From an optimization exercise on the open Yosys and OpenROAD flow, aimed at small area, a short achievable clock period and few clock cycles per item; shortcuts taken in it are not production practice. The RTL was checked by simulation tests, not by an equivalence proof against the original design.

== build 70 ==
Design QuantizeBlock, start of the top module:
module QuantizeBlock#(
 parameter BLOCK_SIZE   = 4,
 parameter IW   = 16
)(
 input                                             clk
,input                                             rst_n
,input                                             start
,input      [IW * BLOCK_SIZE * BLOCK_SIZE - 1 : 0] in
,input      [16 * BLOCK_SIZE * BLOCK_SIZE - 1 : 0] q
,input      [16 * BLOCK_SIZE * BLOCK_SIZE - 1 : 0] iq
,input      [32 * BLOCK_SIZE * BLOCK_SIZE - 1 : 0] bias
,input      [32 * BLOCK_SIZE * BLOCK_SIZE - 1 : 0] zthresh
,input      [16 * BLOCK_SIZE * BLOCK_SIZE - 1 : 0] sharpen
,output     [16 * BLOCK_SIZE * BLOCK_SIZE - 1 : 0] Rout
,output     [16 * BLOCK_SIZE * BLOCK_SIZE - 1 : 0] out
,output                                            nz
,output reg                                        done
);
clock: 14.0 ns
lec_check: 0
abc_area: 1
cap_margin: 20
core_margin: 2
core_utilization: 45
slew_margin: 20
tns_end_percent: 0
standard.sh (not shown) runs the stock make flow with config.mk's settings and CLKGATE_MAP_FILE= SYNTH_SCRIPT=/design/flow/synth_recipe.tcl, a recipe that flattens the netlist after the stock synthesis.
==> flow/flow/run.sh <==
#!/bin/bash
# Layout flow: the standard layout (standard.sh, with flow/config.mk's
# settings) with three changes:
#  - synthesis skips the generic "abc -fast" pass at the end of Yosys's coarse
#    synthesis (SYNTH_ARGS=-noabc), so the adder trees reach extract_fa in the
#    form maccmap built them; registers are untouched by this;
#  - every port still gets its own buffer, but a plain buf_1 instead of the
#    clkdlybuf4s50_1 delay cell that buffer_ports picks by default;
#  - repair_timing after CTS and after global routing aims for a larger setup
#    margin, so that it keeps shortening the critical paths past the point
#    where the 14 ns clock is met.
# The clock period and constraints are the standard ones.
set -euo pipefail
cd "$(dirname "$0")/.."
bash ./standard.sh SYNTH_ARGS=-noabc SETUP_SLACK_MARGIN=9 \
  "BUFFER_PORTS_ARGS=-buffer_cell sky130_fd_sc_hd__buf_1" finish > flow_make.log 2>&1
Testbench counts of build 70, summed over its fixed seeds: cycles 39,688, blocks 32,000.
#### Input delta (build 49 over build 70)
-- flow/config.mk --
<<< build 70, line 7
export LEC_CHECK = 0
export ABC_AREA = 1
export CAP_MARGIN = 20
export CORE_MARGIN = 2
export CORE_UTILIZATION = 45
export SLEW_MARGIN = 20
export TNS_END_PERCENT = 0
>>> build 49, line 7
export LEC_CHECK = 0
export ABC_AREA = 1
export CAP_MARGIN = 10
export CORE_MARGIN = 2
export CORE_UTILIZATION = 40
export CTS_CLUSTER_DIAMETER = 100
export CTS_CLUSTER_SIZE = 30
export SLEW_MARGIN = 10
export TNS_END_PERCENT = 0
Results
Filler cell count in the final layout, build 49 and build 70: lower on build 70
Side by side, critical path depth turned out lower in build 49 than in build 70.
Between build 70 and build 49, the flow reports mean number of vias per cell decreasing by a few percent.
Area of all placed cells without fillers shrinks slightly when moving from build 70 to build 49.
## Diff of input files: build 32 against build 49
-- flow/config.mk --
<<< build 49, line 9
export CAP_MARGIN = 10
export CORE_MARGIN = 2
export CORE_UTILIZATION = 40
export CTS_CLUSTER_DIAMETER = 100
export CTS_CLUSTER_SIZE = 30
export SLEW_MARGIN = 10
export TNS_END_PERCENT = 0
>>> build 32, line 9
export CAP_MARGIN = 10
export CORE_MARGIN = 2
export CORE_UTILIZATION = 45
export SLEW_MARGIN = 10
export TNS_END_PERCENT = 0
[summary]
Going from build 49 to build 32, via count of the first global-routing pass grew slightly.
Between build 49 and build 32, die area decreased.
lane[5].lv_r[13] as the endpoint of the most critical setup path was reported by build 32, and lane[2].rout_r[15] by build 49.
As far as worst setup margin is concerned, build 32 and build 49 perform about the same.
For build 78, these inputs were changed with respect to build 32:
==> flow/flow/run.sh <==
#!/bin/bash
# Layout flow: the standard layout (standard.sh, with flow/config.mk's
# settings) with three changes:
#  - synthesis skips the generic "abc -fast" pass at the end of Yosys's coarse
#    synthesis (SYNTH_ARGS=-noabc), so the adder trees reach extract_fa in the
#    form maccmap built them; registers are untouched by this;
#  - every port still gets its own buffer, but a plain buf_1 instead of the
#    clkdlybuf4s50_1 delay cell that buffer_ports picks by default;
#  - gate sizing may pick cells of any footprint (MATCH_CELL_FOOTPRINT=0);
#  - repair_timing after CTS and after global routing aims for a larger setup
#    margin, so that it keeps shortening the critical paths past the point
#    where the 14 ns clock is met.
# The clock period and constraints are the standard ones.
set -euo pipefail
cd "$(dirname "$0")/.."
bash ./standard.sh SYNTH_ARGS=-noabc SETUP_SLACK_MARGIN=9 MATCH_CELL_FOOTPRINT=0 \
  "BUFFER_PORTS_ARGS=-buffer_cell sky130_fd_sc_hd__buf_1" finish > flow_make.log 2>&1
-- flow/config.mk --
<<< build 32, line 7
export LEC_CHECK = 0
export ABC_AREA = 1
export CAP_MARGIN = 10
export CORE_MARGIN = 2
export CORE_UTILIZATION = 45
export SLEW_MARGIN = 10
export TNS_END_PERCENT = 0
>>> build 78, line 7
export LEC_CHECK = 0
export ABC_AREA = 1
export CAP_MARGIN = 20
export CORE_MARGIN = 2
export CORE_UTILIZATION = 45
export SLEW_MARGIN = 20
export TNS_END_PERCENT = 0
Findings:
Of the two candidates, build 32 has the better worst setup slack after layout and build 78 the worse one.
Relative to build 32, the worst-margin pin slew of build 78 is higher by 150 ps.
Cmp build 32 and build 78 / routed via count / higher: build 78
Diff build 32 and build 78: number of gates resized after cts lower in build 78
Compared with build 32, build 78 shows a higher routed wire length.
Relative to build 32, critical path depth in cells has decreased by 2 in build 78.
Row growth of design area from synthesis to finish: build 78 higher / build 32 lower
Build 78 ends up with higher detailed-routed wire length on met3 than build 32 does.

## JK
The RTL this note starts from:
==> flow/design.v <==
`timescale 1ns/100ps
module QuantizeBlock#(
 parameter BLOCK_SIZE   = 4,
 parameter IW   = 16
)(
 input                                             clk
,input                                             rst_n
,input                                             start
,input      [IW * BLOCK_SIZE * BLOCK_SIZE - 1 : 0] in
,input      [16 * BLOCK_SIZE * BLOCK_SIZE - 1 : 0] q
,input      [16 * BLOCK_SIZE * BLOCK_SIZE - 1 : 0] iq
,input      [32 * BLOCK_SIZE * BLOCK_SIZE - 1 : 0] bias
,input      [32 * BLOCK_SIZE * BLOCK_SIZE - 1 : 0] zthresh
,input      [16 * BLOCK_SIZE * BLOCK_SIZE - 1 : 0] sharpen
,output     [16 * BLOCK_SIZE * BLOCK_SIZE - 1 : 0] Rout
,output     [16 * BLOCK_SIZE * BLOCK_SIZE - 1 : 0] out
,output                                            nz
,output reg                                        done
);
reg s1, s2;
always @ (posedge clk or negedge rst_n)begin
    if(!rst_n)begin
        s1   <= 1'b0;
        s2   <= 1'b0;
        done <= 1'b0;
    end
    else begin
        s1   <= start;
        s2   <= s1;
        done <= s2;
    end
end
wire [15:0] lvl_o [15:0];
wire [15:0] t;
reg         nz_r;
localparam [31:0] SGN_K = 32'hAAAC0000;
genvar i, j;
generate
for(i = 0; i < 16; i = i + 1)begin : lane
    wire [15:0] x   = in     [16*i +: 16];
    wire [15:0] sh  = sharpen[16*i +: 16];
    wire [15:0] iqv = iq     [16*i +: 16];
    wire [31:0] zt  = zthresh[32*i +: 32];
    wire        neg = x[15];
    wire [17:0] ca  = {{2{sh[15]}}, sh} + {{2{x[15]}}, x};
    wire [17:0] cb  = {{2{sh[15]}}, sh} - {{2{x[15]}}, x};
    wire [17:0] c   = neg ? cb : ca;
    wire [17:0] y   = {1'b0, iqv, 1'b0};
    wire [8:0]  b_one, b_two, b_neg;
    for(j = 0; j < 8; j = j + 1)begin : enc
        assign b_one[j] = y[2*j+1] ^ y[2*j];
        assign b_two[j] = (y[2*j+2] & ~y[2*j+1] & ~y[2*j]) | (~y[2*j+2] & y[2*j+1] & y[2*j]);
        assign b_neg[j] = y[2*j+2];
    end
    assign b_one[8] = iqv[15];
    assign b_two[8] = 1'b0;
    assign b_neg[8] = 1'b0;
    reg  [17:0] c_r;
    reg         neg_r;
    reg  [8:0]  one_r, two_r, ngd_r, one_n, two_n, ngd_n;
    reg  [15:0] q_r;
    reg  [31:0] bias_r;
    always @ (posedge clk) begin
        c_r    <= c;
        neg_r  <= neg;
        one_r  <= b_one;
        two_r  <= b_two;
        ngd_r  <= b_neg;
        one_n  <= ~b_one;
        two_n  <= ~b_two;
        ngd_n  <= ~b_neg;
        q_r    <= q   [16*i +: 16];
        bias_r <= bias[32*i +: 32];
    end
    wire [18:0] cx = {c_r[17], c_r};
    wire [18:0] c2 = {c_r, 1'b0};
    wire [31:0] row [8:0];
    wire [31:0] ngv;
    for(j = 0; j < 9; j = j + 1)begin : pp
        wire [18:0] one_v = {{9{~one_n[j]}}, {10{one_r[j]}}};
        wire [18:0] two_v = {{9{~two_n[j]}}, {10{two_r[j]}}};
        wire [18:0] ngd_v = {{9{~ngd_n[j]}}, {10{ngd_r[j]}}};
        wire [18:0] sel = (one_v & cx) | (two_v & c2);
        wire [18:0] pj  = sel ^ ngd_v;
        if (j < 7) begin : lo
            wire [18:0] e = {~pj[18], pj[17:0]};
            assign row[j] = {{(13-2*j){1'b0}}, e[18:0], {(2*j){1'b0}}};
        end else if (j == 7) begin : r7
            assign row[j] = {pj[17:0], 14'd0};
        end else begin : r8
            assign row[j] = {pj[15:0], 16'd0};
        end
    end
    assign ngv = {15'd0, ngd_r[7], 1'b0, ngd_r[6], 1'b0, ngd_r[5], 1'b0, ngd_r[4], 1'b0,
                  ngd_r[3], 1'b0, ngd_r[2], 1'b0, ngd_r[1], 1'b0, ngd_r[0]};
    wire [31:0] s = row[0] + row[1] + row[2] + row[3] + row[4] + row[5] + row[6]
                  + row[7] + row[8] + ngv + bias_r + SGN_K;
    wire        zhz = ~|zt[31:17];
    wire        zho = &zt[31:17];
    wire        clo_gt = c_r[16:0] > zt[16:0];
    wire        gt  = c_r[17] ? (~zho | clo_gt) : (zhz & clo_gt);
    reg  [14:0] lv_r;
    reg         neg2_r, gt_r;
    always @ (posedge clk) begin
        lv_r   <= s[31:17];
        neg2_r <= neg_r;
        gt_r   <= gt;
    end
    wire        ovf_r = |lv_r[14:11];
    wire [10:0] lq_r  = lv_r[10:0];
    wire        n3   = neg2_r;
    wire [15:0] kq   = q_r - {q_r[4:0], 11'd0};
    wire [15:0] kqn  = {q_r[4:0], 11'd0} - q_r;
    wire [15:0] rsat = n3 ? kq : kqn;
    wire [15:0] rr [10:0];
    for(j = 0; j < 11; j = j + 1)begin : rp
        wire [15:0] sq = q_r << j;
        assign rr[j] = (lq_r[j] ^ n3) ? sq : 16'd0;
    end
    wire [15:0] tsum = rr[0] + rr[1] + rr[2] + rr[3] + rr[4] + rr[5] + rr[6] + rr[7]
                     + rr[8] + rr[9] + rr[10] + (n3 ? kq : 16'd0);
    wire [15:0] rv   = ovf_r ? rsat : tsum;
    wire [10:0] l1   = ovf_r ? 11'd2047 : lq_r;
    wire [15:0] l2   = ({5'd0, l1} ^ {16{n3}}) + {15'd0, n3};
    reg  [15:0] out_r, rout_r;
    always @ (posedge clk) begin
        out_r  <= gt_r ? l2 : 16'd0;
        rout_r <= gt_r ? rv : 16'd0;
    end
    assign t[i] = gt_r & (ovf_r | (|lq_r));
    assign lvl_o[i] = out_r;
    assign Rout[16*i +: 16] = rout_r;
end
endgenerate
always @ (posedge clk) nz_r <= |t;
assign nz = nz_r;
assign out[ 15:  0] = lvl_o[ 0];
assign out[ 31: 16] = lvl_o[ 1];
assign out[ 47: 32] = lvl_o[ 4];
assign out[ 63: 48] = lvl_o[ 8];
assign out[ 79: 64] = lvl_o[ 5];
assign out[ 95: 80] = lvl_o[ 2];
assign out[111: 96] = lvl_o[ 3];
assign out[127:112] = lvl_o[ 6];
assign out[143:128] = lvl_o[ 9];
assign out[159:144] = lvl_o[12];
assign out[175:160] = lvl_o[13];
assign out[191:176] = lvl_o[10];
assign out[207:192] = lvl_o[ 7];
assign out[223:208] = lvl_o[11];
assign out[239:224] = lvl_o[14];
assign out[255:240] = lvl_o[15];
endmodule
clock: 14.0 ns
lec_check: 0
abc_area: 1
cap_margin: 20
core_margin: 2
core_utilization: 50
slew_margin: 20
==> flow/flow/run.sh <==
#!/bin/bash
# Layout flow: the standard layout (standard.sh, with flow/config.mk's
# settings), except that repair_timing after CTS and after global routing aims
# for a larger setup margin, so that it keeps shortening the critical paths
# past the point where the 14 ns clock is met. The synthesis, clock period and
# constraints are the standard ones.
set -euo pipefail
cd "$(dirname "$0")/.."
bash ./standard.sh SETUP_SLACK_MARGIN=8 finish > flow_make.log 2>&1
JK went all the way through the flow, and no timing, DRC or antenna check failed.
Testbench counts of JK, summed over its fixed seeds: cycles 39,688, blocks 32,000.
What MS does differently from JK at the input level:
Settings: a change of CORE_UTILIZATION from 50 to 40.
==> flow/run.sh (new file) <==
#!/bin/bash
# synth_recipe.tcl (not shown) runs the flow's synth.tcl, then flattens the netlist and writes it again
# the make line also repeats each setting of config.mk as NAME=value (left out here)
make -C /OpenROAD-flow-scripts/flow DESIGN_CONFIG=/design/flow/config.mk WORK_HOME=/design/flow/orfs CLKGATE_MAP_FILE= SYNTH_SCRIPT=/design/flow/synth_recipe.tcl finish
removed: flow/flow/run.sh
removed: flow/standard.sh
## What came out
Looking at standard cell with the maximum stage delay on the critical path, the sky130_fd_sc_hd__fa_1 result is from JK; the sky130_fd_sc_hd__and2_1 one comes from MS.
[compare] base=JK new=MS: global-route usage saw a decrease, register-to-register path setup slack saw a decrease, count of non-CTS buffers in the layout saw a decrease.

## port drivers added, routing unchanged
Ports are ideal in the flow. The routed layouts listed here were re-timed in OpenROAD. Step 1: set_driving_cell puts a clkbuf_16 on clk and a buf_2 on each other input, an assumption about the parent block. Step 2 adds t to the input delays and takes it off the output delays; t is the mean of the earliest and latest rising clock arrival at the registers after step 1. Input paths then give back, and output paths get back, about the clock's delay inside the block. a / b / c = no drivers / after step 1 / after step 2; a / b = the first two.
| run | shift t [ns] | setup WS [ns] | worst setup path after step 2 | clock arrival spread, ns | pins driven straight from the clock port |
|---|---|---|---|---|---|
| build 70 | 1.133 | 8.699 / 8.699 / 7.934 | input to register | 0.084 / 0.084 | 1 |
| build 49 | 1.097 | 8.695 / 8.695 / 7.846 | input to register | 0.080 / 0.080 | 1 |
| build 32 | 1.120 | 8.698 / 8.698 / 7.868 | input to register | 0.059 / 0.058 | 1 |
| build 78 | 1.114 | 8.625 / 8.625 / 7.792 | input to register | 0.066 / 0.066 | 1 |
| JK | 1.156 | 8.157 / 8.157 / 7.534 | input to register | 0.080 / 0.079 | 1 |
| MS | 1.181 | 7.427 / 7.427 / 7.196 | input to register | 0.093 / 0.093 | 1 |
After both steps every run listed still meets setup and hold. The setup slack of build 49, which loses most, moves by 0.000 ns with the drivers and by -0.849 ns with both steps.
